Source: an optimization exercise on an open RTL-to-GDS flow (aim: small area, a short achievable clock period and few clock cycles). Production flows keep margins and buffers that such runs may drop. No functional check of the RTL was part of any run shown here.

### flow/run.sh
#!/bin/bash
# Standard ORFS layout with two changes: Yosys's early "abc -fast" is skipped so the
# explicit adder tree in the RTL maps straight onto full-adder cells, and port buffers
# use the smallest buffer.
set -euo pipefail
export SYNTH_ARGS="-noabc"
export BUFFER_PORTS_ARGS="-buffer_cell sky130_fd_sc_hd__buf_1"
bash standard.sh > standard.log 2>&1
### standard.sh
#!/bin/bash
# synth_recipe.tcl (not shown) runs the flow's synth.tcl, then flattens the netlist and writes it again
# the make line also repeats each setting of config.mk as NAME=value (left out here)
make -C /OpenROAD-flow-scripts/flow DESIGN_CONFIG=/design/flow/config.mk WORK_HOME=/design/flow/orfs CLKGATE_MAP_FILE= SYNTH_SCRIPT=/design/flow/synth_recipe.tcl "${@:-finish}"
### config.mk
export PLATFORM = sky130hd
export DESIGN_NAME = projeto
export DESIGN_NICKNAME = projeto
export VERILOG_FILES = /design/flow/design.v
export SDC_FILE = /design/flow/constraint.sdc
export NUM_CORES = 4
export LEC_CHECK = 0
export CAP_MARGIN = 20
export CORE_MARGIN = 2
export CORE_UTILIZATION = 40
export SLEW_MARGIN = 20
### constraint.sdc
create_clock -name core_clock -period 9.5 [get_ports {ck}]
set_input_delay 1.9000 -clock core_clock [delete_from_list [all_inputs] [get_ports {ck}]]
set_output_delay 1.9000 -clock core_clock [all_outputs]
set_load 0.01 [all_outputs]
### design.v
module mac(
    input [15:0] m,
    input [15:0] x,
    input [15:0] k,
    output [15:0] s,
    output o
);
    wire pp_0_0 = m[0] & x[0];
    wire pp_0_1 = m[0] & x[1];
    wire pp_0_2 = m[0] & x[2];
    wire pp_0_3 = m[0] & x[3];
    wire pp_0_4 = m[0] & x[4];
    wire pp_0_5 = m[0] & x[5];
    wire pp_0_6 = m[0] & x[6];
    wire pp_0_7 = m[0] & x[7];
    wire pp_0_8 = m[0] & x[8];
    wire pp_0_9 = m[0] & x[9];
    wire pp_0_10 = m[0] & x[10];
    wire pp_0_11 = m[0] & x[11];
    wire pp_0_12 = m[0] & x[12];
    wire pp_0_13 = m[0] & x[13];
    wire pp_0_14 = m[0] & x[14];
    wire pp_0_15 = m[0] & x[15];
    wire pp_1_0 = m[1] & x[0];
    wire pp_1_1 = m[1] & x[1];
    wire pp_1_2 = m[1] & x[2];
    wire pp_1_3 = m[1] & x[3];
    wire pp_1_4 = m[1] & x[4];
    wire pp_1_5 = m[1] & x[5];
    wire pp_1_6 = m[1] & x[6];
    wire pp_1_7 = m[1] & x[7];
    wire pp_1_8 = m[1] & x[8];
    wire pp_1_9 = m[1] & x[9];
    wire pp_1_10 = m[1] & x[10];
    wire pp_1_11 = m[1] & x[11];
    wire pp_1_12 = m[1] & x[12];
    wire pp_1_13 = m[1] & x[13];
    wire pp_1_14 = m[1] & x[14];
    wire pp_2_0 = m[2] & x[0];
    wire pp_2_1 = m[2] & x[1];
    wire pp_2_2 = m[2] & x[2];
    wire pp_2_3 = m[2] & x[3];
    wire pp_2_4 = m[2] & x[4];
    wire pp_2_5 = m[2] & x[5];
    wire pp_2_6 = m[2] & x[6];
    wire pp_2_7 = m[2] & x[7];
    wire pp_2_8 = m[2] & x[8];
    wire pp_2_9 = m[2] & x[9];
    wire pp_2_10 = m[2] & x[10];
    wire pp_2_11 = m[2] & x[11];
    wire pp_2_12 = m[2] & x[12];
    wire pp_2_13 = m[2] & x[13];
    wire pp_3_0 = m[3] & x[0];
    wire pp_3_1 = m[3] & x[1];
    wire pp_3_2 = m[3] & x[2];
    wire pp_3_3 = m[3] & x[3];
    wire pp_3_4 = m[3] & x[4];
    wire pp_3_5 = m[3] & x[5];
    wire pp_3_6 = m[3] & x[6];
    wire pp_3_7 = m[3] & x[7];
    wire pp_3_8 = m[3] & x[8];
    wire pp_3_9 = m[3] & x[9];
    wire pp_3_10 = m[3] & x[10];
    wire pp_3_11 = m[3] & x[11];
    wire pp_3_12 = m[3] & x[12];
    wire pp_4_0 = m[4] & x[0];
    wire pp_4_1 = m[4] & x[1];
    wire pp_4_2 = m[4] & x[2];
    wire pp_4_3 = m[4] & x[3];
    wire pp_4_4 = m[4] & x[4];
    wire pp_4_5 = m[4] & x[5];
    wire pp_4_6 = m[4] & x[6];
    wire pp_4_7 = m[4] & x[7];
    wire pp_4_8 = m[4] & x[8];
    wire pp_4_9 = m[4] & x[9];
    wire pp_4_10 = m[4] & x[10];
    wire pp_4_11 = m[4] & x[11];
    wire pp_5_0 = m[5] & x[0];
    wire pp_5_1 = m[5] & x[1];
    wire pp_5_2 = m[5] & x[2];
    wire pp_5_3 = m[5] & x[3];
    wire pp_5_4 = m[5] & x[4];
    wire pp_5_5 = m[5] & x[5];
    wire pp_5_6 = m[5] & x[6];
    wire pp_5_7 = m[5] & x[7];
    wire pp_5_8 = m[5] & x[8];
    wire pp_5_9 = m[5] & x[9];
    wire pp_5_10 = m[5] & x[10];
    wire pp_6_0 = m[6] & x[0];
    wire pp_6_1 = m[6] & x[1];
    wire pp_6_2 = m[6] & x[2];
    wire pp_6_3 = m[6] & x[3];
    wire pp_6_4 = m[6] & x[4];
    wire pp_6_5 = m[6] & x[5];
    wire pp_6_6 = m[6] & x[6];
    wire pp_6_7 = m[6] & x[7];
    wire pp_6_8 = m[6] & x[8];
    wire pp_6_9 = m[6] & x[9];
    wire pp_7_0 = m[7] & x[0];
    wire pp_7_1 = m[7] & x[1];
    wire pp_7_2 = m[7] & x[2];
    wire pp_7_3 = m[7] & x[3];
    wire pp_7_4 = m[7] & x[4];
    wire pp_7_5 = m[7] & x[5];
    wire pp_7_6 = m[7] & x[6];
    wire pp_7_7 = m[7] & x[7];
    wire pp_7_8 = m[7] & x[8];
    wire pp_8_0 = m[8] & x[0];
    wire pp_8_1 = m[8] & x[1];
    wire pp_8_2 = m[8] & x[2];
    wire pp_8_3 = m[8] & x[3];
    wire pp_8_4 = m[8] & x[4];
    wire pp_8_5 = m[8] & x[5];
    wire pp_8_6 = m[8] & x[6];
    wire pp_8_7 = m[8] & x[7];
    wire pp_9_0 = m[9] & x[0];
    wire pp_9_1 = m[9] & x[1];
    wire pp_9_2 = m[9] & x[2];
    wire pp_9_3 = m[9] & x[3];
    wire pp_9_4 = m[9] & x[4];
    wire pp_9_5 = m[9] & x[5];
    wire pp_9_6 = m[9] & x[6];
    wire pp_10_0 = m[10] & x[0];
    wire pp_10_1 = m[10] & x[1];
    wire pp_10_2 = m[10] & x[2];
    wire pp_10_3 = m[10] & x[3];
    wire pp_10_4 = m[10] & x[4];
    wire pp_10_5 = m[10] & x[5];
    wire pp_11_0 = m[11] & x[0];
    wire pp_11_1 = m[11] & x[1];
    wire pp_11_2 = m[11] & x[2];
    wire pp_11_3 = m[11] & x[3];
    wire pp_11_4 = m[11] & x[4];
    wire pp_12_0 = m[12] & x[0];
    wire pp_12_1 = m[12] & x[1];
    wire pp_12_2 = m[12] & x[2];
    wire pp_12_3 = m[12] & x[3];
    wire pp_13_0 = m[13] & x[0];
    wire pp_13_1 = m[13] & x[1];
    wire pp_13_2 = m[13] & x[2];
    wire pp_14_0 = m[14] & x[0];
    wire pp_14_1 = m[14] & x[1];
    wire pp_15_0 = m[15] & x[0];
    wire s1 = k[1] ^ pp_0_1 ^ pp_1_0;
    wire c2 = (k[1] & pp_0_1) | (k[1] & pp_1_0) | (pp_0_1 & pp_1_0);
    wire s3 = k[2] ^ pp_0_2 ^ pp_1_1;
    wire c4 = (k[2] & pp_0_2) | (k[2] & pp_1_1) | (pp_0_2 & pp_1_1);
    wire s5 = pp_2_0 ^ c2 ^ s3;
    wire c6 = (pp_2_0 & c2) | (pp_2_0 & s3) | (c2 & s3);
    wire s7 = k[3] ^ pp_0_3 ^ pp_1_2;
    wire c8 = (k[3] & pp_0_3) | (k[3] & pp_1_2) | (pp_0_3 & pp_1_2);
    wire s9 = pp_2_1 ^ pp_3_0 ^ c4;
    wire c10 = (pp_2_1 & pp_3_0) | (pp_2_1 & c4) | (pp_3_0 & c4);
    wire s11 = s7 ^ c6 ^ s9;
    wire c12 = (s7 & c6) | (s7 & s9) | (c6 & s9);
    wire s13 = k[4] ^ pp_0_4 ^ pp_1_3;
    wire c14 = (k[4] & pp_0_4) | (k[4] & pp_1_3) | (pp_0_4 & pp_1_3);
    wire s15 = pp_2_2 ^ pp_3_1 ^ pp_4_0;
    wire c16 = (pp_2_2 & pp_3_1) | (pp_2_2 & pp_4_0) | (pp_3_1 & pp_4_0);
    wire s17 = c8 ^ s13 ^ s15;
    wire c18 = (c8 & s13) | (c8 & s15) | (s13 & s15);
    wire s19 = c10 ^ s17 ^ c12;
    wire c20 = (c10 & s17) | (c10 & c12) | (s17 & c12);
    wire s21 = k[5] ^ pp_0_5 ^ pp_1_4;
    wire c22 = (k[5] & pp_0_5) | (k[5] & pp_1_4) | (pp_0_5 & pp_1_4);
    wire s23 = pp_2_3 ^ pp_3_2 ^ pp_4_1;
    wire c24 = (pp_2_3 & pp_3_2) | (pp_2_3 & pp_4_1) | (pp_3_2 & pp_4_1);
    wire s25 = pp_5_0 ^ c14 ^ c16;
    wire c26 = (pp_5_0 & c14) | (pp_5_0 & c16) | (c14 & c16);
    wire s27 = s21 ^ s23 ^ c18;
    wire c28 = (s21 & s23) | (s21 & c18) | (s23 & c18);
    wire s29 = s25 ^ s27 ^ c20;
    wire c30 = (s25 & s27) | (s25 & c20) | (s27 & c20);
    wire s31 = k[6] ^ pp_0_6 ^ pp_1_5;
    wire c32 = (k[6] & pp_0_6) | (k[6] & pp_1_5) | (pp_0_6 & pp_1_5);
    wire s33 = pp_2_4 ^ pp_3_3 ^ pp_4_2;
    wire c34 = (pp_2_4 & pp_3_3) | (pp_2_4 & pp_4_2) | (pp_3_3 & pp_4_2);
    wire s35 = pp_5_1 ^ pp_6_0 ^ c22;
    wire c36 = (pp_5_1 & pp_6_0) | (pp_5_1 & c22) | (pp_6_0 & c22);
    wire s37 = c24 ^ s31 ^ s33;
    wire c38 = (c24 & s31) | (c24 & s33) | (s31 & s33);
    wire s39 = c26 ^ s35 ^ s37;
    wire c40 = (c26 & s35) | (c26 & s37) | (s35 & s37);
    wire s41 = c28 ^ s39;
    wire c42 = c28 & s39;
    wire s43 = k[7] ^ pp_0_7 ^ pp_1_6;
    wire c44 = (k[7] & pp_0_7) | (k[7] & pp_1_6) | (pp_0_7 & pp_1_6);
    wire s45 = pp_2_5 ^ pp_3_4 ^ pp_4_3;
    wire c46 = (pp_2_5 & pp_3_4) | (pp_2_5 & pp_4_3) | (pp_3_4 & pp_4_3);
    wire s47 = pp_5_2 ^ pp_6_1 ^ pp_7_0;
    wire c48 = (pp_5_2 & pp_6_1) | (pp_5_2 & pp_7_0) | (pp_6_1 & pp_7_0);
    wire s49 = c32 ^ c34 ^ s43;
    wire c50 = (c32 & c34) | (c32 & s43) | (c34 & s43);
    wire s51 = s45 ^ s47 ^ c36;
    wire c52 = (s45 & s47) | (s45 & c36) | (s47 & c36);
    wire s53 = c38 ^ s49 ^ s51;
    wire c54 = (c38 & s49) | (c38 & s51) | (s49 & s51);
    wire s55 = c40 ^ c42 ^ s53;
    wire c56 = (c40 & c42) | (c40 & s53) | (c42 & s53);
    wire s57 = k[8] ^ pp_0_8 ^ pp_1_7;
    wire c58 = (k[8] & pp_0_8) | (k[8] & pp_1_7) | (pp_0_8 & pp_1_7);
    wire s59 = pp_2_6 ^ pp_3_5 ^ pp_4_4;
    wire c60 = (pp_2_6 & pp_3_5) | (pp_2_6 & pp_4_4) | (pp_3_5 & pp_4_4);
    wire s61 = pp_5_3 ^ pp_6_2 ^ pp_7_1;
    wire c62 = (pp_5_3 & pp_6_2) | (pp_5_3 & pp_7_1) | (pp_6_2 & pp_7_1);
    wire s63 = pp_8_0 ^ c44 ^ c46;
    wire c64 = (pp_8_0 & c44) | (pp_8_0 & c46) | (c44 & c46);
    wire s65 = c48 ^ s57 ^ s59;
    wire c66 = (c48 & s57) | (c48 & s59) | (s57 & s59);
    wire s67 = s61 ^ c50 ^ s63;
    wire c68 = (s61 & c50) | (s61 & s63) | (c50 & s63);
    wire s69 = s65 ^ c52 ^ s67;
    wire c70 = (s65 & c52) | (s65 & s67) | (c52 & s67);
    wire s71 = c54 ^ s69 ^ c56;
    wire c72 = (c54 & s69) | (c54 & c56) | (s69 & c56);
    wire s73 = k[9] ^ pp_0_9 ^ pp_1_8;
    wire c74 = (k[9] & pp_0_9) | (k[9] & pp_1_8) | (pp_0_9 & pp_1_8);
    wire s75 = pp_2_7 ^ pp_3_6 ^ pp_4_5;
    wire c76 = (pp_2_7 & pp_3_6) | (pp_2_7 & pp_4_5) | (pp_3_6 & pp_4_5);
    wire s77 = pp_5_4 ^ pp_6_3 ^ pp_7_2;
    wire c78 = (pp_5_4 & pp_6_3) | (pp_5_4 & pp_7_2) | (pp_6_3 & pp_7_2);
    wire s79 = pp_8_1 ^ pp_9_0 ^ c58;
    wire c80 = (pp_8_1 & pp_9_0) | (pp_8_1 & c58) | (pp_9_0 & c58);
    wire s81 = c60 ^ c62 ^ s73;
    wire c82 = (c60 & c62) | (c60 & s73) | (c62 & s73);
    wire s83 = s75 ^ s77 ^ c64;
    wire c84 = (s75 & s77) | (s75 & c64) | (s77 & c64);
    wire s85 = c66 ^ s79 ^ s81;
    wire c86 = (c66 & s79) | (c66 & s81) | (s79 & s81);
    wire s87 = c68 ^ s83 ^ s85;
    wire c88 = (c68 & s83) | (c68 & s85) | (s83 & s85);
    wire s89 = c70 ^ s87;
    wire c90 = c70 & s87;
    wire s91 = k[10] ^ pp_0_10 ^ pp_10_0;
    wire c92 = (k[10] & pp_0_10) | (k[10] & pp_10_0) | (pp_0_10 & pp_10_0);
    wire s93 = pp_1_9 ^ pp_2_8 ^ pp_3_7;
    wire c94 = (pp_1_9 & pp_2_8) | (pp_1_9 & pp_3_7) | (pp_2_8 & pp_3_7);
    wire s95 = pp_4_6 ^ pp_5_5 ^ pp_6_4;
    wire c96 = (pp_4_6 & pp_5_5) | (pp_4_6 & pp_6_4) | (pp_5_5 & pp_6_4);
    wire s97 = pp_7_3 ^ pp_8_2 ^ pp_9_1;
    wire c98 = (pp_7_3 & pp_8_2) | (pp_7_3 & pp_9_1) | (pp_8_2 & pp_9_1);
    wire s99 = c74 ^ c76 ^ c78;
    wire c100 = (c74 & c76) | (c74 & c78) | (c76 & c78);
    wire s101 = s91 ^ s93 ^ s95;
    wire c102 = (s91 & s93) | (s91 & s95) | (s93 & s95);
    wire s103 = s97 ^ c80 ^ c82;
    wire c104 = (s97 & c80) | (s97 & c82) | (c80 & c82);
    wire s105 = s99 ^ s101 ^ c84;
    wire c106 = (s99 & s101) | (s99 & c84) | (s101 & c84);
    wire s107 = c86 ^ s103 ^ s105;
    wire c108 = (c86 & s103) | (c86 & s105) | (s103 & s105);
    wire s109 = c88 ^ c90 ^ s107;
    wire c110 = (c88 & c90) | (c88 & s107) | (c90 & s107);
    wire s111 = k[11] ^ pp_0_11 ^ pp_10_1;
    wire c112 = (k[11] & pp_0_11) | (k[11] & pp_10_1) | (pp_0_11 & pp_10_1);
    wire s113 = pp_11_0 ^ pp_1_10 ^ pp_2_9;
    wire c114 = (pp_11_0 & pp_1_10) | (pp_11_0 & pp_2_9) | (pp_1_10 & pp_2_9);
    wire s115 = pp_3_8 ^ pp_4_7 ^ pp_5_6;
    wire c116 = (pp_3_8 & pp_4_7) | (pp_3_8 & pp_5_6) | (pp_4_7 & pp_5_6);
    wire s117 = pp_6_5 ^ pp_7_4 ^ pp_8_3;
    wire c118 = (pp_6_5 & pp_7_4) | (pp_6_5 & pp_8_3) | (pp_7_4 & pp_8_3);
    wire s119 = pp_9_2 ^ c92 ^ c94;
    wire c120 = (pp_9_2 & c92) | (pp_9_2 & c94) | (c92 & c94);
    wire s121 = c96 ^ c98 ^ s111;
    wire c122 = (c96 & c98) | (c96 & s111) | (c98 & s111);
    wire s123 = s113 ^ s115 ^ s117;
    wire c124 = (s113 & s115) | (s113 & s117) | (s115 & s117);
    wire s125 = c100 ^ c102 ^ s119;
    wire c126 = (c100 & c102) | (c100 & s119) | (c102 & s119);
    wire s127 = s121 ^ s123 ^ c104;
    wire c128 = (s121 & s123) | (s121 & c104) | (s123 & c104);
    wire s129 = s125 ^ c106 ^ s127;
    wire c130 = (s125 & c106) | (s125 & s127) | (c106 & s127);
    wire s131 = c108 ^ s129 ^ c110;
    wire c132 = (c108 & s129) | (c108 & c110) | (s129 & c110);
    wire s133 = k[12] ^ pp_0_12 ^ pp_10_2;
    wire c134 = (k[12] & pp_0_12) | (k[12] & pp_10_2) | (pp_0_12 & pp_10_2);
    wire s135 = pp_11_1 ^ pp_12_0 ^ pp_1_11;
    wire c136 = (pp_11_1 & pp_12_0) | (pp_11_1 & pp_1_11) | (pp_12_0 & pp_1_11);
    wire s137 = pp_2_10 ^ pp_3_9 ^ pp_4_8;
    wire c138 = (pp_2_10 & pp_3_9) | (pp_2_10 & pp_4_8) | (pp_3_9 & pp_4_8);
    wire s139 = pp_5_7 ^ pp_6_6 ^ pp_7_5;
    wire c140 = (pp_5_7 & pp_6_6) | (pp_5_7 & pp_7_5) | (pp_6_6 & pp_7_5);
    wire s141 = pp_8_4 ^ pp_9_3 ^ c112;
    wire c142 = (pp_8_4 & pp_9_3) | (pp_8_4 & c112) | (pp_9_3 & c112);
    wire s143 = c114 ^ c116 ^ c118;
    wire c144 = (c114 & c116) | (c114 & c118) | (c116 & c118);
    wire s145 = s133 ^ s135 ^ s137;
    wire c146 = (s133 & s135) | (s133 & s137) | (s135 & s137);
    wire s147 = s139 ^ c120 ^ c122;
    wire c148 = (s139 & c120) | (s139 & c122) | (c120 & c122);
    wire s149 = c124 ^ s141 ^ s143;
    wire c150 = (c124 & s141) | (c124 & s143) | (s141 & s143);
    wire s151 = s145 ^ c126 ^ s147;
    wire c152 = (s145 & c126) | (s145 & s147) | (c126 & s147);
    wire s153 = s149 ^ c128 ^ s151;
    wire c154 = (s149 & c128) | (s149 & s151) | (c128 & s151);
    wire s155 = c130 ^ s153;
    wire c156 = c130 & s153;
    wire s157 = k[13] ^ pp_0_13 ^ pp_10_3;
    wire c158 = (k[13] & pp_0_13) | (k[13] & pp_10_3) | (pp_0_13 & pp_10_3);
    wire s159 = pp_11_2 ^ pp_12_1 ^ pp_13_0;
    wire c160 = (pp_11_2 & pp_12_1) | (pp_11_2 & pp_13_0) | (pp_12_1 & pp_13_0);
    wire s161 = pp_1_12 ^ pp_2_11 ^ pp_3_10;
    wire c162 = (pp_1_12 & pp_2_11) | (pp_1_12 & pp_3_10) | (pp_2_11 & pp_3_10);
    wire s163 = pp_4_9 ^ pp_5_8 ^ pp_6_7;
    wire c164 = (pp_4_9 & pp_5_8) | (pp_4_9 & pp_6_7) | (pp_5_8 & pp_6_7);
    wire s165 = pp_7_6 ^ pp_8_5 ^ pp_9_4;
    wire c166 = (pp_7_6 & pp_8_5) | (pp_7_6 & pp_9_4) | (pp_8_5 & pp_9_4);
    wire s167 = c134 ^ c136 ^ c138;
    wire c168 = (c134 & c136) | (c134 & c138) | (c136 & c138);
    wire s169 = c140 ^ s157 ^ s159;
    wire c170 = (c140 & s157) | (c140 & s159) | (s157 & s159);
    wire s171 = s161 ^ s163 ^ s165;
    wire c172 = (s161 & s163) | (s161 & s165) | (s163 & s165);
    wire s173 = c142 ^ c144 ^ c146;
    wire c174 = (c142 & c144) | (c142 & c146) | (c144 & c146);
    wire s175 = s167 ^ s169 ^ s171;
    wire c176 = (s167 & s169) | (s167 & s171) | (s169 & s171);
    wire s177 = c148 ^ c150 ^ s173;
    wire c178 = (c148 & c150) | (c148 & s173) | (c150 & s173);
    wire s179 = s175 ^ c152 ^ s177;
    wire c180 = (s175 & c152) | (s175 & s177) | (c152 & s177);
    wire s181 = c154 ^ s179 ^ c156;
    wire c182 = (c154 & s179) | (c154 & c156) | (s179 & c156);
    wire s183 = k[14] ^ pp_0_14 ^ pp_10_4;
    wire c184 = (k[14] & pp_0_14) | (k[14] & pp_10_4) | (pp_0_14 & pp_10_4);
    wire s185 = pp_11_3 ^ pp_12_2 ^ pp_13_1;
    wire c186 = (pp_11_3 & pp_12_2) | (pp_11_3 & pp_13_1) | (pp_12_2 & pp_13_1);
    wire s187 = pp_14_0 ^ pp_1_13 ^ pp_2_12;
    wire c188 = (pp_14_0 & pp_1_13) | (pp_14_0 & pp_2_12) | (pp_1_13 & pp_2_12);
    wire s189 = pp_3_11 ^ pp_4_10 ^ pp_5_9;
    wire c190 = (pp_3_11 & pp_4_10) | (pp_3_11 & pp_5_9) | (pp_4_10 & pp_5_9);
    wire s191 = pp_6_8 ^ pp_7_7 ^ pp_8_6;
    wire c192 = (pp_6_8 & pp_7_7) | (pp_6_8 & pp_8_6) | (pp_7_7 & pp_8_6);
    wire s193 = pp_9_5 ^ c158 ^ c160;
    wire c194 = (pp_9_5 & c158) | (pp_9_5 & c160) | (c158 & c160);
    wire s195 = c162 ^ c164 ^ c166;
    wire c196 = (c162 & c164) | (c162 & c166) | (c164 & c166);
    wire s197 = s183 ^ s185 ^ s187;
    wire c198 = (s183 & s185) | (s183 & s187) | (s185 & s187);
    wire s199 = s189 ^ s191 ^ c168;
    wire c200 = (s189 & s191) | (s189 & c168) | (s191 & c168);
    wire s201 = c170 ^ c172 ^ s193;
    wire c202 = (c170 & c172) | (c170 & s193) | (c172 & s193);
    wire s203 = s195 ^ s197 ^ c174;
    wire c204 = (s195 & s197) | (s195 & c174) | (s197 & c174);
    wire s205 = s199 ^ c176 ^ s201;
    wire c206 = (s199 & c176) | (s199 & s201) | (c176 & s201);
    wire s207 = c178 ^ s203 ^ s205;
    wire c208 = (c178 & s203) | (c178 & s205) | (s203 & s205);
    wire s209 = c180 ^ s207;
    wire c210 = c180 & s207;
    wire s211 = k[15] ^ pp_0_15 ^ pp_10_5;
    wire c212 = (k[15] & pp_0_15) | (k[15] & pp_10_5) | (pp_0_15 & pp_10_5);
    wire s213 = pp_11_4 ^ pp_12_3 ^ pp_13_2;
    wire c214 = (pp_11_4 & pp_12_3) | (pp_11_4 & pp_13_2) | (pp_12_3 & pp_13_2);
    wire s215 = pp_14_1 ^ pp_15_0 ^ pp_1_14;
    wire c216 = (pp_14_1 & pp_15_0) | (pp_14_1 & pp_1_14) | (pp_15_0 & pp_1_14);
    wire s217 = pp_2_13 ^ pp_3_12 ^ pp_4_11;
    wire c218 = (pp_2_13 & pp_3_12) | (pp_2_13 & pp_4_11) | (pp_3_12 & pp_4_11);
    wire s219 = pp_5_10 ^ pp_6_9 ^ pp_7_8;
    wire c220 = (pp_5_10 & pp_6_9) | (pp_5_10 & pp_7_8) | (pp_6_9 & pp_7_8);
    wire s221 = pp_8_7 ^ pp_9_6 ^ c184;
    wire c222 = (pp_8_7 & pp_9_6) | (pp_8_7 & c184) | (pp_9_6 & c184);
    wire s223 = c186 ^ c188 ^ c190;
    wire c224 = (c186 & c188) | (c186 & c190) | (c188 & c190);
    wire s225 = c192 ^ s211 ^ s213;
    wire c226 = (c192 & s211) | (c192 & s213) | (s211 & s213);
    wire s227 = s215 ^ s217 ^ s219;
    wire c228 = (s215 & s217) | (s215 & s219) | (s217 & s219);
    wire s229 = c194 ^ c196 ^ c198;
    wire c230 = (c194 & c196) | (c194 & c198) | (c196 & c198);
    wire s231 = s221 ^ s223 ^ s225;
    wire c232 = (s221 & s223) | (s221 & s225) | (s223 & s225);
    wire s233 = s227 ^ c200 ^ c202;
    wire c234 = (s227 & c200) | (s227 & c202) | (c200 & c202);
    wire s235 = s229 ^ s231 ^ c204;
    wire c236 = (s229 & s231) | (s229 & c204) | (s231 & c204);
    wire s237 = c206 ^ s233 ^ s235;
    wire c238 = (c206 & s233) | (c206 & s235) | (s233 & s235);
    wire s239 = c208 ^ c210 ^ s237;
    wire c240 = (c208 & c210) | (c208 & s237) | (c210 & s237);
    wire [15:0] ra = {s239, s209, s181, s155, s131, s109, s89, s71, s55, s41, s29, s19, s11, s5, s1, k[0]};
    wire [15:0] rb = {1'b0, c182, 1'b0, c132, 1'b0, 1'b0, c72, 1'b0, 1'b0, c30, 1'b0, 1'b0, 1'b0, 1'b0, 1'b0, pp_0_0};
    wire [16:0] sum = ra + rb;
    assign s = sum[15:0];
    wire hi = (m[1] & (|x[15:15])) | (m[2] & (|x[15:14])) | (m[3] & (|x[15:13])) | (m[4] & (|x[15:12])) | (m[5] & (|x[15:11])) | (m[6] & (|x[15:10])) | (m[7] & (|x[15:9])) | (m[8] & (|x[15:8])) | (m[9] & (|x[15:7])) | (m[10] & (|x[15:6])) | (m[11] & (|x[15:5])) | (m[12] & (|x[15:4])) | (m[13] & (|x[15:3])) | (m[14] & (|x[15:2])) | (m[15] & (|x[15:1]));
    assign o = hi | sum[16] | c212 | c214 | c216 | c218 | c220 | c222 | c224 | c226 | c228 | c230 | c232 | c234 | c236 | c238 | c240;
endmodule
module projeto(
    input ck,
    input inicio,
    input rst,
    input [15:0] X,
    input [15:0] A,
    input [15:0] B,
    input [15:0] C,
    output pronto,
    output overflow,
    output [15:0] resultado
);
    reg busy, pr, ov;
    reg [15:0] r;
    wire [15:0] m = busy ? r : A;
    wire [15:0] k = busy ? C : B;
    wire [15:0] s;
    wire o;
    mac u(.m(m), .x(X), .k(k), .s(s), .o(o));
    always @(posedge ck) begin
        r  <= s;
        ov <= o | (busy & ov);
        if (rst) begin
            busy <= 1'b0;
            pr   <= 1'b0;
        end else begin
            busy <= ~busy & inicio;
            pr   <= busy;
        end
    end
    assign pronto = pr;
    assign resultado = r;
    assign overflow = ov;
endmodule
==> flow_metrics.env, run 1 <==
export IMPL_critical_path_top_delay_family="adder cells"
export IMPL_ys_types=47
export IMPL_grt_setup_unrepaired="no"
export IMPL_clock_sinks=19
export IMPL_synth_main_ff_cell="dfxtp_1"
export IMPL_yosys_area_share_simple_pct=21.8
export IMPL_hold_end="ov"
export IMPL_wl_um=13000
export IMPL_synth_edf_count=0
export IMPL_antenna_found_initial=0
export IMPL_drv_cap=0
export IMPL_ys_seq_elements=19
export IMPL_path_clk_slew_ns=0.06
export IMPL_syn_area_per_cell_um2=11.0
export IMPL_hold_path_class="reg2reg"
export IMPL_grt_max_degree=42
export IMPL_yosysTopAreaCellShare_pct=49.5
export IMPL_min_from="ov"
export IMPL_globalplace_congestion=0.879
export IMPL_syn_area_um2=4690
export IMPL_r2r_setup_slack_ns=3.34
export IMPL_max_freq_mhz=145
export IMPL_reg2reg_from="busy"
export IMPL_clock_path_buffers=2
export IMPL_grt_pass1_vias=3909
export IMPL_worstPathMaxFanout=12
export IMPL_worst_ep_required_time_ns=9.63
export IMPL_num_vias=3514
export IMPL_ys_async_sr_fraction_pct=0
export IMPL_drv_slew=0
export IMPL_final_nets=695
export IMPL_seq_area_frac_synth_pct=8.12
export IMPL_r2r_end="ov"
export IMPL_synth_fa_ha_area_share_pct=52.2
export IMPL_finalSetupTns_ns=0
export IMPL_cts_root_buf="clkbuf_16"
export IMPL_min_period_over_period_pct=72.8
export IMPL_crit_buf_inv=1
export IMPL_cp_start_kind="primary input"
export IMPL_synthTopCellsByArea="fa_1 (50%), nor2b_1 (13%), dfxtp_1 (8.1%)"
export IMPL_synth_largest_area_cell="fa_1"
export IMPL_synth_nets=618
export IMPL_drive_gt1_share_pct=7.78
export IMPL_io_pins=85
export IMPL_fillCellCount=1125
export IMPL_wire_per_inst_um=20.2
export IMPL_synth_top_family_by_area="adder cells"
export IMPL_grt_use_total_pct=21.8
export IMPL_dieArea_um2=12600
export IMPL_cts_setup_buffers=0
export IMPL_layout_common_cells="fa_1 (116), nor2b_1 (97), buf_1 (84)"
export IMPL_cpMostUsedCell="fa_1"
export IMPL_synthMuxAreaShare_pct=7.53
export IMPL_synth_compound_area_share_pct=4.70
export IMPL_fp_dieW_um=112
export IMPL_crit_slowest_cell="mux2i_2"
export IMPL_max_slew_worst_pin_slew_ns=0.950
export IMPL_cts_hold_buffers_added=0
export IMPL_slowest_delay_ns=0.74
export IMPL_vias_per_cell=5.46
export IMPL_worst_r2r_path_depth=14
export IMPL_tritoncts="yes"
export IMPL_initial_core_util_pct=41.0
export IMPL_grt_overflow_total=0
export IMPL_io_buffers=84
export IMPL_worst_path_stages=14
export IMPL_worst_ep_arrival_time_ns=7.05
export IMPL_path_class="in2reg"
export IMPL_end_kind="flip-flop"
export IMPL_period_minus_slack_ns=6.91
export IMPL_synth_cells=425
export IMPL_slew_headroom_pct=34.8
export IMPL_synthXorXnorAreaFrac_pct=2.62
export IMPL_skew_ns=0.00967
export IMPL_post_route_drc_count=0
export IMPL_core_um2=11400
export IMPL_area_growth_syn_to_layout_pct=11.4
export IMPL_drt_first_pass_iters=4
export IMPL_hold_violations=0
export IMPL_numCtsBuffers=3
export IMPL_whs_path_depth=4
export IMPL_yosys_warnings=1
export IMPL_row_count=39
export IMPL_grt_first_pass_wirelength_um=21100
export IMPL_path_cells="buf_1 > mux2i_2 > nor2b_1 > fa_1 > fa_1 > fa_1 > fa_1 > fa_1 > fa_1 > fa_1 > a221oi_2 > o2111ai_1 > a2111oi_2 > nand2_1"
export IMPL_finalSetupViolations=0
export IMPL_drtIter0Drc=180
export IMPL_htreeDepth=1
export IMPL_drt_antenna_violating_nets=0
export IMPL_status="complete, no violations"
export IMPL_n_antenna_cell=0
export IMPL_clock_latency_ns=0.25
export IMPL_layout_commonest_cell="fa_1"
export IMPL_dp_hpwl_um=9960
export IMPL_cts_resized=0
export IMPL_die_y_um=112
## cells in the mapped netlist (2+ instances only)
| library cell | n |
|---|---|
| and3_1 | 2 |
| nor2b_1 | 97 |
| o21ai_0 | 5 |
| o21bai_1 | 3 |
| and2_1 | 2 |
| ha_1 | 10 |
| nand2_1 | 6 |
| nand3_1 | 5 |
| nor4_1 | 4 |
| clkbuf_1 | 12 |
| and4_1 | 2 |
| and2b_1 | 2 |
| buf_2 | 6 |
| a31oi_1 | 4 |
| a21oi_1 | 5 |
| mux2i_1 | 15 |
| dfxtp_1 | 19 |
| xnor2_1 | 9 |
| inv_1 | 4 |
| nor3_1 | 4 |
| nor3b_1 | 2 |
| xor2_1 | 5 |
| mux2_2 | 16 |
| a41oi_1 | 2 |
| buf_8 | 2 |
| nor2_1 | 46 |
| fa_1 | 116 |
## routing by layer
layer | vias up | part of all wire (%) | track usage (%)
met5 | - | 0 | 0
met4 | 0 | 1.6 | 4.23
met3 | 13 | 6.6 | 2.32
met2 | 147 | 50 | 37.1
met1 | 1817 | 42 | 30.5
li1 | 1537 | - | -
## flip-flops by register name, summed over array words and instances, names as in the netlist
name and flops:
busy 1, ov 1, pr 1, r 16
## stage by stage
step,setup slack (ns),hold slack [ns],instance area (um2),std cells,utilization (%)
floorplan,2.74,0.654,4690,425,-
detailed placement,2.34,0.655,5140,640,45.0
CTS,2.59,0.687,5220,644,45.7
global route,2.29,0.728,5220,644,45.7
finish,2.59,0.688,5220,644,45.7
global placement,2.40,0.680,5140,640,45.0
## how the worst max path moves through the flow
stage,start,end
2_1_floorplan,A[2],ov
3_3_place_gp,A[5],ov
3_5_place_dp,A[5],ov
4_1_cts,A[5],ov
6_report,A[5],ov
5_1_grt,A[5],ov
## cells by family (layout without fill, tap and decap cells)
family                   count (synthesis)  in the layout
buffers and inverters                   27            103
flip-flops                              19             19
multiplexers                            32             32
XOR/XNOR                                14             14
adder cells (fa/ha/maj)                126            126
AO/OA/AOI/OAI                           29             29
AND/OR/NAND/NOR                        178            178
## worst min-delay path, cell delays in order (launching register included)
cell and delay, ns:
dfxtp_1 0.37, a221oi_2 0.07, o2111ai_1 0.10, a2111oi_2 0.06
nand2_1 0.05
## final cells by class
class	instances	area [um2]	area share [%]
timing repair buffer	94	390	7.47
sequential	19	382	7.31
clock inverter	1	7.51	0.144
tap	143	179	3.43
multi-input combinational	379	4170	79.9
inverter	5	18.8	0.359
clock buffer	3	75.1	1.44
==> run 2: changes to the inputs <==
--- a/config.mk
+++ b/config.mk
@@ -10,2 +10,3 @@
 export CORE_UTILIZATION = 40
+export SETUP_SLACK_MARGIN = 2.0
 export SLEW_MARGIN = 20
==> run 2 against run 1 <==
Effect of this change: critical path type unchanged; final cell count unchanged; first-iteration DRC count unchanged; worst setup slack unchanged; still clean on timing, DRC and antenna; die area unchanged; sequential share of layout area unchanged; synthesized area unchanged; clock skew unchanged; synthesized cell count unchanged; global-route usage unchanged; largest cell class unchanged.
==> flow_metrics.env, run 2 <==
export IMPL_path_clk_slew_ns=0.06
export IMPL_worst_ep_required_time_ns=9.63
export IMPL_hold_ws_ns=0.688
export IMPL_finalSetupViolations=0
export IMPL_die_y_um=112
export IMPL_path_class="in2reg"
export IMPL_numCtsBuffers=3
export IMPL_cts_setup_buffers=0
export IMPL_antenna_found_initial=0
export IMPL_synth_cells=425
export IMPL_area_growth_syn_to_layout_pct=11.4
export IMPL_n_antenna_cell=0
export IMPL_seq_area_frac_synth_pct=8.12
export IMPL_num_vias=3514
export IMPL_tritoncts="yes"
export IMPL_synth_nets=618
export IMPL_layout_commonest_cell="fa_1"
export IMPL_grt_setup_unrepaired="no"
export IMPL_skew_ns=0.00967
export IMPL_ys_types=47
export IMPL_hold_violations=0
export IMPL_dp_hpwl_um=9960
export IMPL_io_buffers=84
export IMPL_ys_seq_elements=19
export IMPL_slew_headroom_pct=34.8
export IMPL_cts_root_buf="clkbuf_16"
export IMPL_clock_latency_ns=0.25
export IMPL_fp_dieW_um=112
export IMPL_synth_common_cells="fa_1 (116), nor2b_1 (97), nor2_1 (46)"
export IMPL_synth_edf_count=0
export IMPL_synthTopCellsByArea="fa_1 (50%), nor2b_1 (13%), dfxtp_1 (8.1%)"
export IMPL_cp_start_kind="primary input"
export IMPL_post_route_drc_count=0
export IMPL_end_kind="flip-flop"
export IMPL_drt_first_pass_iters=4
export IMPL_drtIter0Drc=180
export IMPL_initial_core_util_pct=41.0
export IMPL_dieArea_um2=12600
export IMPL_ys_async_sr_fraction_pct=0
export IMPL_period_minus_slack_ns=6.91
export IMPL_globalplace_congestion=0.879
export IMPL_io_pins=85
export IMPL_grt_max_degree=42
export IMPL_worstPathMaxFanout=12
export IMPL_worst_ep_arrival_time_ns=7.05
export IMPL_clock_sinks=19
export IMPL_htreeDepth=1
export IMPL_cts_resized=0
export IMPL_grt_use_total_pct=21.8
export IMPL_placedCellCount=640
export IMPL_drv_slew=0
export IMPL_max_freq_mhz=145
export IMPL_synth_largest_area_cell="fa_1"
export IMPL_grt_first_pass_wirelength_um=21100
export IMPL_yosys_warnings=1
export IMPL_fillCellCount=1125
export IMPL_vias_per_cell=5.46
export IMPL_core_um2=11400
export IMPL_row_count=39
export IMPL_syn_area_per_cell_um2=11.0
export IMPL_clock_path_buffers=2
export IMPL_yosysTopAreaCellShare_pct=49.5
export IMPL_grt_pass1_vias=3909
export IMPL_largest_register_ff_count=16
export IMPL_drv_cap=0
export IMPL_final_nets=695
export IMPL_finalNonFillerCells=644
export IMPL_wire_per_inst_um=20.2
export IMPL_yosysMostFrequentCell="fa_1"
export IMPL_finalSetupTns_ns=0
export IMPL_grt_overflow_total=0
export IMPL_min_period_over_period_pct=72.8
export IMPL_cts_hold_buffers_added=0
export IMPL_max_slew_worst_pin_slew_ns=0.950
export IMPL_hold_path_class="reg2reg"
export IMPL_wl_um=13000
export IMPL_drt_antenna_violating_nets=0
export IMPL_status="complete, no violations"
export IMPL_layout_common_cells="fa_1 (116), nor2b_1 (97), buf_1 (84)"
export IMPL_syn_area_um2=4690
export IMPL_top_register="r"
export IMPL_synth_main_ff_cell="dfxtp_1"
export IMPL_drive_gt1_share_pct=7.78
[run 2: cell counts after synthesis]
Identical to the previous run, type by type.
[run 2: logic make-up (layout without fill, tap and decap cells)]
logic type               count (synthesis)  after routing  share of synthesized area [%]
adder cells (fa/ha/maj)                126            126                           52.2
buffers and inverters                   27            103                           2.99
multiplexers                            32             32                           7.53
AO/OA/AOI/OAI                           29             29                           4.70
flip-flops                              19             19                           8.12
XOR/XNOR                                14             14                           2.62
AND/OR/NAND/NOR                        178            178                           21.8
[run 2: worst paths after layout]
path,startpoint,endpoint,slack [ns],cells after the start
worst max-delay path,A[5],ov,2.59,14
worst min-delay path,ov,ov,0.69,4
worst max register to register,busy,ov,3.34,14
worst min register to register,ov,ov,0.69,4
[run 2: stage by stage]
stage / setup WS [ns] / util, % / cell area (um2)
2_1_floorplan: 2.74 / - / 4690
3_3_place_gp: 2.40 / 45.0 / 5140
3_5_place_dp: 2.34 / 45.0 / 5140
4_1_cts: 2.59 / 45.7 / 5220
5_1_grt: 2.29 / 45.7 / 5220
6_report: 2.59 / 45.7 / 5220
[run 2: worst max-delay path, stage by stage]
cell and delay [ns]:
buf_1 0.08, mux2i_2 0.74, nor2b_1 0.16, fa_1 0.48, fa_1 0.43, fa_1 0.43, fa_1 0.40, fa_1 0.47
fa_1 0.51, fa_1 0.57, a221oi_2 0.27, o2111ai_1 0.16, a2111oi_2 0.34, nand2_1 0.09
[run 2: final cells by class]
type	count	area (um2)	share of cell area [%]
inverter	5	18.8	0.359
multi-input combinational	379	4170	79.9
sequential	19	382	7.31
timing repair buffer	94	390	7.47
tap	143	179	3.43
clock buffer	3	75.1	1.44
clock inverter	1	7.51	0.144
[run 2: routing by layer]
layer / global-route usage (%) / vias to the layer above / wire length [um]
met4: 4.23 / 0 / 210
met3: 2.32 / 13 / 851
li1: - / 1537 / -
met1: 30.5 / 1817 / 5400
met2: 37.1 / 147 / 6520
met5: 0 / - / 0
==> run 3: changes to the inputs <==
--- a/config.mk
+++ b/config.mk
@@ -10,3 +10,3 @@
 export CORE_UTILIZATION = 40
-export SETUP_SLACK_MARGIN = 2.0
+export SETUP_SLACK_MARGIN = 2.7
 export SLEW_MARGIN = 20
==> run 3 against run 2 <==
Effect of this change: still clean on timing, DRC and antenna; via count is 0.31% lower; critical path depth unchanged; final cell count rose by 1.4%; highest routed layer unchanged.
==> flow_metrics.env, run 3 <==
export IMPL_grt_setup_unrepaired="no"
export IMPL_largest_register_ff_count=16
export IMPL_layout_common_cells="fa_1 (116), nor2b_1 (97), buf_1 (79)"
export IMPL_initial_core_util_pct=41.0
export IMPL_numCtsBuffers=3
export IMPL_globalplace_congestion=0.879
export IMPL_crit_buf_inv=2
export IMPL_end_kind="flip-flop"
export IMPL_grt_max_degree=42
export IMPL_synthTopCellsByArea="fa_1 (50%), nor2b_1 (13%), dfxtp_1 (8.1%)"
export IMPL_synth_largest_area_cell="fa_1"
export IMPL_drv_cap=0
export IMPL_n_antenna_cell=0
export IMPL_ys_types=47
export IMPL_placedCellCount=640
export IMPL_drt_first_pass_iters=4
export IMPL_hold_violations=0
export IMPL_slew_headroom_pct=42.5
export IMPL_area_growth_syn_to_layout_pct=15.2
export IMPL_skew_ns=0.00812
export IMPL_cts_hold_buffers_added=0
export IMPL_post_route_drc_count=0
export IMPL_ys_seq_elements=19
export IMPL_io_buffers=84
export IMPL_path_cells="buf_1 > inv_1 > nor2_1 > fa_1 > fa_1 > fa_1 > fa_1 > fa_1 > fa_1 > fa_1 > a221oi_2 > o2111ai_1 > a2111oi_2 > nand2_1"
export IMPL_drtIter0Drc=185
export IMPL_dieArea_um2=12600
export IMPL_grt_use_total_pct=22.0
export IMPL_seq_area_frac_synth_pct=8.12
export IMPL_grt_overflow_total=0
export IMPL_cts_root_buf="clkbuf_16"
export IMPL_final_core_util_pct=47.3
export IMPL_wire_per_inst_um=20.1
export IMPL_num_vias=3503
export IMPL_place_ws_ns=2.34
export IMPL_tritoncts="yes"
export IMPL_wl_um=13100
export IMPL_top_register="r"
export IMPL_clock_path_buffers=2
export IMPL_die_y_um=112
export IMPL_synth_main_ff_cell="dfxtp_1"
export IMPL_worst_ep_arrival_time_ns=6.72
export IMPL_period_minus_slack_ns=6.59
export IMPL_io_pins=85
export IMPL_final_nets=704
export IMPL_setup_ws_ns=2.91
export IMPL_yosysTopAreaCellShare_pct=49.5
export IMPL_synth_cells=425
export IMPL_dp_hpwl_um=9960
export IMPL_syn_area_um2=4690
export IMPL_fp_dieW_um=112
export IMPL_synth_nets=618
export IMPL_cp_start_kind="primary input"
export IMPL_clock_sinks=19
export IMPL_min_period_over_period_pct=69.4
export IMPL_core_um2=11400
export IMPL_layout_commonest_cell="fa_1"
export IMPL_path_class="in2reg"
export IMPL_grt_pass1_vias=3938
export IMPL_vias_per_cell=5.36
export IMPL_max_freq_mhz=152
export IMPL_path_clk_slew_ns=0.06
export IMPL_grt_first_pass_wirelength_um=21300
export IMPL_clock_latency_ns=0.25
export IMPL_drv_slew=0
export IMPL_status="complete, no violations"
export IMPL_finalSetupViolations=0
export IMPL_critical_path_top_delay_family="adder cells"
export IMPL_drt_antenna_violating_nets=0
export IMPL_synth_common_cells="fa_1 (116), nor2b_1 (97), nor2_1 (46)"
export IMPL_yosysMostFrequentCell="fa_1"
export IMPL_synth_edf_count=0
export IMPL_finalSetupTns_ns=0
export IMPL_finalNonFillerCells=653
export IMPL_worstPathMaxFanout=8
export IMPL_max_slew_worst_pin_slew_ns=0.855
export IMPL_yosys_warnings=1
export IMPL_antenna_found_initial=0
export IMPL_htreeDepth=1
export IMPL_hold_path_class="reg2reg"
export IMPL_slowest_delay_ns=0.57
export IMPL_worst_ep_required_time_ns=9.63
export IMPL_row_count=39
export IMPL_ys_async_sr_fraction_pct=0
export IMPL_drive_gt1_share_pct=11.4
export IMPL_crit_slowest_cell="fa_1"
export IMPL_cpMostUsedCell="fa_1"
export IMPL_syn_area_per_cell_um2=11.0
run 3: cell counts after synthesis:
No cell type changed its count.
run 3: stage by stage:
| stage | hold WS (ns) | cell area, um2 |
|---|---|---|
| 2_1_floorplan | 0.654 | 4690 |
| 3_3_place_gp | 0.680 | 5140 |
| 3_5_place_dp | 0.655 | 5140 |
| 4_1_cts | 0.687 | 5280 |
| 5_1_grt | 0.728 | 5400 |
| 6_report | 0.685 | 5400 |
run 3: worst min-delay path, stage by stage (launching register included):
cell	delay [ns]
dfxtp_1	0.37
a221oi_2	0.07
o2111ai_1	0.10
a2111oi_2	0.06
nand2_1	0.05
run 3: final cells by class:
cell class | instances | area (um2)
Clock buffer | 3 | 75.1
Fill cell | 1099 | 6020
Tap cell | 143 | 179
Sequential cell | 19 | 382
Timing Repair Buffer | 103 | 509
Clock inverter | 1 | 7.51
Inverter | 5 | 22.5
Multi-Input combinational cell | 379 | 4220
run 3: path summary, 6_finish.rpt:
path	start	endpoint	slack, ns	depth (start not counted)
hold reg to reg	ov	ov	0.68	4
setup reg to reg	busy	ov	3.61	14
hold / removal	ov	ov	0.68	4
setup / recovery	X[9]	ov	2.91	14
run 3: metal layers:
metal / part of all wire (%) / up-vias / GRT usage, %
met2: 50 / 135 / 37.2
met5: 0 / - / 0
met3: 7.0 / 16 / 2.43
met1: 41 / 1798 / 30.9
met4: 1.9 / 0 / 4.55
li1: - / 1554 / -
run 3: repair_timing:
action,CTS,global route
buffers inserted,3,6
endpoints found under the setup margin,2,2
gates resized for setup,4,12
run 3: logic make-up (layout without fill, tap and decap cells):
family                   Yosys count  after routing  share of synthesized area [%]
AND/OR/NAND/NOR                  178            178                           21.8
adder cells (fa/ha/maj)          126            126                           52.2
multiplexers                      32             32                           7.53
AO/OA/AOI/OAI                     29             29                           4.70
buffers and inverters             27            112                           2.99
flip-flops                        19             19                           8.12
XOR/XNOR                          14             14                           2.62
==> run 4: changes to the inputs <==
--- a/config.mk
+++ b/config.mk
@@ -10,3 +10,3 @@
 export CORE_UTILIZATION = 40
-export SETUP_SLACK_MARGIN = 2.7
+export SETUP_SLACK_MARGIN = 3.2
 export SLEW_MARGIN = 20
==> run 4 against run 3 <==
Effect of this change: via count is 8.2% higher; final cell count is 5.4% higher; first-iteration DRC count is 3.8% lower; synthesized area stayed put; non-clock buffer count is 35 higher; cell area is 13% higher; routed wire length is 16% higher; synthesized cell count stayed put; die area stayed put; largest cell class unchanged.
==> flow_metrics.env, run 4 <==
export IMPL_numCtsBuffers=3
export IMPL_htreeDepth=1
export IMPL_max_freq_mhz=158
export IMPL_clock_sinks=19
export IMPL_largest_register_ff_count=16
export IMPL_dpl_cell_area_um2=5170
export IMPL_clock_latency_ns=0.26
export IMPL_yosys_warnings=1
export IMPL_ys_seq_elements=19
export IMPL_slowest_delay_ns=0.57
export IMPL_synth_main_ff_cell="dfxtp_1"
export IMPL_antenna_found_initial=1
export IMPL_grt_use_total_pct=23.9
export IMPL_drtIter0Drc=178
export IMPL_hold_path_class="reg2reg"
export IMPL_globalplace_congestion=0.901
export IMPL_num_vias=3789
export IMPL_min_period_over_period_pct=66.5
export IMPL_cts_hold_buffers_added=0
export IMPL_syn_area_um2=4690
export IMPL_skew_ns=0.00318
export IMPL_status="complete, no violations"
export IMPL_worstPathMaxFanout=5
export IMPL_critical_path_top_delay_family="adder cells"
export IMPL_dieArea_um2=12600
export IMPL_vias_per_cell=5.51
export IMPL_worst_path_stages=16
export IMPL_finalSetupViolations=0
export IMPL_worst_ep_required_time_ns=9.64
export IMPL_area_growth_syn_to_layout_pct=30.6
export IMPL_max_slew_worst_pin_slew_ns=0.737
export IMPL_fp_dieW_um=112
export IMPL_final_core_util_pct=53.6
export IMPL_worst_r2r_path_depth=16
export IMPL_layout_common_cells="nor2b_1 (85), fa_1 (83), buf_1 (73)"
export IMPL_synth_largest_area_cell="fa_1"
export IMPL_grt_first_pass_wirelength_um=22800
export IMPL_ys_async_sr_fraction_pct=0
export IMPL_cp_start_kind="primary input"
export IMPL_period_minus_slack_ns=6.32
export IMPL_hold_violations=0
export IMPL_crit_slowest_cell="fa_1"
export IMPL_drt_antenna_violating_nets=0
export IMPL_dp_hpwl_um=10300
export IMPL_seq_area_frac_synth_pct=8.12
export IMPL_post_route_drc_count=0
export IMPL_io_pins=85
export IMPL_yosysTopAreaCellShare_pct=49.5
export IMPL_grt_setup_unrepaired="yes"
export IMPL_grt_overflow_total=0
export IMPL_whs_path_depth=4
export IMPL_cts_root_buf="clkbuf_16"
export IMPL_worst_ep_arrival_time_ns=6.46
export IMPL_synth_common_cells="fa_1 (116), nor2b_1 (97), nor2_1 (46)"
export IMPL_drv_slew=0
export IMPL_n_antenna_cell=0
export IMPL_final_nets=739
export IMPL_finalSetupTns_ns=0
export IMPL_design_area_um2=6120
export IMPL_synth_nets=618
export IMPL_layout_commonest_cell="nor2b_1"
export IMPL_cpMostUsedCell="fa_1"
export IMPL_tritoncts="yes"
export IMPL_io_buffers=84
export IMPL_path_class="in2reg"
export IMPL_row_count=39
export IMPL_wire_per_inst_um=22.2
export IMPL_synthTopCellsByArea="fa_1 (50%), nor2b_1 (13%), dfxtp_1 (8.1%)"
export IMPL_yosysMostFrequentCell="fa_1"
export IMPL_grt_max_degree=35
export IMPL_initial_core_util_pct=41.0
export IMPL_ys_types=47
export IMPL_clock_path_buffers=2
export IMPL_top_register="r"
export IMPL_drv_cap=0
export IMPL_die_y_um=112
export IMPL_synth_edf_count=0
export IMPL_path_clk_slew_ns=0.06
export IMPL_syn_area_per_cell_um2=11.0
export IMPL_wl_um=15300
export IMPL_slew_headroom_pct=50.4
export IMPL_grt_pass1_vias=4143
export IMPL_drive_gt1_share_pct=31.2
export IMPL_path_cells="buf_6 > mux2i_4 > buf_6 > clkbuf_16 > nor2_4 > fa_1 > fa_2 > fa_1 > fa_1 > fa_1 > ha_2 > fa_2 > a221oi_2 > o2111ai_2 > a2111oi_2 > nand2_1"
export IMPL_synth_cells=425
export IMPL_crit_buf_inv=3
export IMPL_core_um2=11400
export IMPL_drt_first_pass_iters=5
export IMPL_end_kind="flip-flop"
==> run 4: cell count changes in the layout (fill, tap and decap cells not counted), moves of 5 or more <==
cell     change
buf_1        -6
buf_12       +6
buf_2        +6
buf_4       +24
fa_1        -33
fa_2        +33
ha_1         -6
mux2i_1      -9
mux2i_4      +9
nor2_1       -5
nor2b_1     -12
nor2b_2     +12
==> run 4: kinds of logic (layout without fill, tap and decap cells) <==
kind of cell / count (synthesis) / count (layout) / share of synthesized area, %
simple gates: 178 / 178 / 21.8
fa+ha+maj: 126 / 126 / 52.2
mux: 32 / 32 / 7.53
compound gates: 29 / 29 / 4.70
buf+inv: 27 / 147 / 2.99
flops: 19 / 19 / 8.12
xor+xnor: 14 / 14 / 2.62
==> run 4: cell type report <==
| cell class | instances | area (um2) |
|---|---|---|
| clock buffer | 3 | 75.1 |
| timing repair buffer | 138 | 917 |
| multi-input combinational | 379 | 4540 |
| clock inverter | 1 | 7.51 |
| tap | 143 | 179 |
| inverter | 5 | 23.8 |
| fill | 1036 | 5300 |
| sequential | 19 | 382 |
==> run 4: worst min-delay path, stage by stage, from the launching register on <==
cell	delay (ns)
dfxtp_1	0.42
a221oi_2	0.09
o2111ai_2	0.08
a2111oi_2	0.05
nand2_1	0.06
==> run 4: final timing paths <==
kind,from,to,slack (ns)
worst max-delay path,A[4],ov,3.18
worst min-delay path,ov,ov,0.73
worst max register to register,busy,ov,3.50
worst min register to register,ov,ov,0.73
==> run 4: what timing repair did <==
action | 4_1_cts | 5_1_grt
cloned | 0 | 2
gates resized for setup | 27 | 67
setup endpoints to repair | 6 | 6
setup buffers | 35 | 16
pin swaps | 3 | 51
==> run 4: layer usage <==
layer | routed length [um] | track usage [%] | up-vias
li1 | - | - | 1633
met1 | 6100 | 32.1 | 1979
met4 | 437 | 6.50 | 0
met2 | 7890 | 41.8 | 150
met5 | 0 | 0 | -
met3 | 822 | 2.00 | 27
==> run 4: stage by stage <==
stage	cells	hold slack, ns	worst slack (ns)
floorplan	425	0.641	3.18
global placement	631	0.675	2.26
detailed placement	631	0.699	2.19
CTS	670	0.717	3.16
global route	688	0.728	3.09
finish	688	0.728	3.18
==> run 5: changes to the inputs <==
--- a/config.mk
+++ b/config.mk
@@ -10,3 +10,3 @@
 export CORE_UTILIZATION = 40
-export SETUP_SLACK_MARGIN = 3.2
+export SETUP_SLACK_MARGIN = 3.7
 export SLEW_MARGIN = 20
==> run 5 against run 4 <==
Effect of this change: count of clock-buffer cells in the layout did not move; clock skew barely moved; worst setup slack improved by 0.16 ns; non-clock buffer count rose by 3; sequential cell count did not move.
==> flow_metrics.env, run 5 <==
export IMPL_ys_types=47
export IMPL_grt_overflow_total=0
export IMPL_clock_sinks=19
export IMPL_cts_hold_buffers_added=0
export IMPL_dr_max_layer_used="met4"
export IMPL_cp_start_kind="primary input"
export IMPL_r2r_end="ov"
export IMPL_status="complete, no violations"
export IMPL_drv_cap=0
export IMPL_fp_dieW_um=112
export IMPL_largest_register_ff_count=16
export IMPL_grt_setup_unrepaired="yes"
export IMPL_layout_commonest_cell="nor2b_1"
export IMPL_path_clk_slew_ns=0.06
export IMPL_numCtsBuffers=3
export IMPL_yosysTopAreaCellShare_pct=49.5
export IMPL_wl_met2_um=7850
export IMPL_synth_largest_area_cell="fa_1"
export IMPL_yosys_warnings=1
export IMPL_synth_main_ff_cell="dfxtp_1"
export IMPL_synth_nets=618
export IMPL_finalSetupViolations=0
export IMPL_die_y_um=112
export IMPL_synth_cells=425
export IMPL_dpl_cell_area_um2=5270
export IMPL_core_um2=11400
export IMPL_top_register="r"
export IMPL_syn_area_um2=4690
export IMPL_io_pins=85
export IMPL_io_buffers=84
export IMPL_clock_path_buffers=2
export IMPL_min_period_over_period_pct=64.9
export IMPL_yosysMostFrequentCell="fa_1"
export IMPL_hold_end="ov"
export IMPL_worstPathMaxFanout=3
export IMPL_drtIter0Drc=209
export IMPL_cts_root_buf="clkbuf_16"
export IMPL_path_class="in2reg"
export IMPL_setup_ws_ns=3.34
export IMPL_skew_ns=0.00272
export IMPL_period_minus_slack_ns=6.16
export IMPL_slew_headroom_pct=38.2
export IMPL_wire_per_inst_um=21.6
export IMPL_grt_pass1_vias=4265
export IMPL_num_vias=3760
export IMPL_design_area_um2=6280
export IMPL_worst_r2r_path_depth=15
export IMPL_r2r_setup_slack_ns=3.49
export IMPL_n_antenna_cell=0
export IMPL_wl_met1_um=6000
export IMPL_wl_um=14900
export IMPL_end_kind="flip-flop"
export IMPL_grt_use_total_pct=24.5
export IMPL_clock_latency_ns=0.25
export IMPL_ys_async_sr_fraction_pct=0
export IMPL_post_route_drc_count=0
export IMPL_synth_common_cells="fa_1 (116), nor2b_1 (97), nor2_1 (46)"
export IMPL_grt_first_pass_wirelength_um=23400
export IMPL_initial_core_util_pct=41.0
export IMPL_reg2reg_from="busy"
export IMPL_worst_ep_required_time_ns=9.63
export IMPL_finalSetupTns_ns=0
export IMPL_seq_area_frac_synth_pct=8.12
export IMPL_hold_violations=0
export IMPL_drive_gt1_share_pct=34.1
export IMPL_worst_ep_arrival_time_ns=6.30
export IMPL_max_slew_worst_pin_slew_ns=0.927
export IMPL_max_freq_mhz=162
export IMPL_ys_seq_elements=19
export IMPL_final_nets=742
export IMPL_globalplace_congestion=0.876
export IMPL_dp_hpwl_um=10500
export IMPL_grt_max_degree=27
export IMPL_dieArea_um2=12600
export IMPL_synthTopCellsByArea="fa_1 (50%), nor2b_1 (13%), dfxtp_1 (8.1%)"
export IMPL_area_growth_syn_to_layout_pct=34.1
export IMPL_whs_path_depth=4
export IMPL_tritoncts="yes"
export IMPL_layout_common_cells="nor2b_1 (88), fa_1 (80), buf_1 (72)"
export IMPL_htreeDepth=1
export IMPL_synth_edf_count=0
export IMPL_drv_slew=0
export IMPL_antenna_found_initial=0
export IMPL_vias_per_cell=5.44
export IMPL_wl_met3_um=611
export IMPL_drt_first_pass_iters=4
export IMPL_hold_path_class="reg2reg"
export IMPL_drt_antenna_violating_nets=0
export IMPL_row_count=39
export IMPL_syn_area_per_cell_um2=11.0
export IMPL_place_ws_ns=2.40
export IMPL_min_from="ov"
## run 5: cells by family after synthesis
| family | count (synthesis) | synth area share, % |
|---|---|---|
| simple gates | 178 | 21.8 |
| fa+ha+maj | 126 | 52.2 |
| mux | 32 | 7.53 |
| compound gates | 29 | 4.70 |
| buf+inv | 27 | 2.99 |
| flops | 19 | 8.12 |
| xor+xnor | 14 | 2.62 |
## run 5: area by class of cell
| cell class | count | area [um2] |
|---|---|---|
| inverter | 5 | 23.8 |
| timing repair buffer | 141 | 993 |
| clock inverter | 1 | 5.00 |
| sequential | 19 | 382 |
| fill | 1004 | 5130 |
| clock buffer | 3 | 75.1 |
| multi-input combinational | 379 | 4630 |
| tap | 143 | 179 |
## run 5: repair_timing
action | CTS | global route
gates resized for setup | 71 | 25
setup endpoints to repair | 9 | 8
buffers inserted | 52 | 3
cloned | 1 | 0
pin swaps | 42 | 18
## run 5: worst max path at each step
| stage | cells past startpoint | slack (ns) | startpoint | to |
|---|---|---|---|---|
| final | 14 | 3.34 | A[12] | ov |
| after floorplan | 14 | 3.28 | A[0] | ov |
| after CTS | 14 | 3.28 | A[12] | ov |
| after detailed placement | 15 | 2.40 | A[6] | ov |
| after global placement | 14 | 2.38 | A[9] | ov |
| after global routing | 14 | 3.19 | A[11] | ov |
## run 5: stage by stage
stage                     cells  util (%)  hold slack [ns]
after CTS                   688      54.0            0.709
after floorplan             425         -            0.641
final                       691      55.0            0.707
after global routing        691      55.0            0.707
after detailed placement    631      46.2            0.663
after global placement      631      46.1            0.663
## run 5: critical path, stage by stage
cell and delay, ns:
buf_6 0.10, mux2i_4 0.25, and2b_1 0.23, fa_1 0.46, fa_2 0.39, fa_2 0.37, fa_2 0.34, fa_1 0.46
fa_1 0.55, fa_2 0.46, a221oi_2 0.24, o2111ai_1 0.15, a2111oi_2 0.30, nand2_1 0.08
## run 5: metal layers
metal | vias up | global-route usage, %
li1 | 1637 | -
met1 | 1967 | 31.7
met2 | 134 | 43.9
met3 | 22 | 2.27
met4 | 0 | 7.24
met5 | - | 0

==> static timing again, ports no longer ideal <==
The flow's constraints put no driver on any port. The routed layouts listed below were extracted and timed again, unchanged, in two steps.
Step 1 sets driving cells, clkbuf_16 on the clock port and buf_2 on the other inputs (assumed; they add their load-dependent delay and slew).
Step 2 times the ports against the registers' clock, not the clock port: input delays grow and output delays shrink by t, the midpoint of the rising clock arrivals with the driver on.
Slacks: no drivers / after step 1 / after step 2; pairs: no drivers / after step 1.
run | t, ns | slack for setup (ns) | worst setup path after step 2 | cell pins on the clock port's net
run 1 | 0.279 | 2.588 / 2.599 / 2.320 | input to register | 1
run 2 | 0.279 | 2.588 / 2.599 / 2.320 | input to register | 1
run 3 | 0.279 | 2.908 / 2.919 / 2.640 | input to register | 1
run 4 | 0.293 | 3.180 / 3.177 / 2.884 | input to register | 1
run 5 | 0.282 | 3.338 / 3.335 / 3.053 | input to register | 1
After both steps setup and hold are still met in every run listed. For run 4, which loses most, drivers alone change the setup slack by -0.003 ns; drivers and shift together by -0.296 ns.
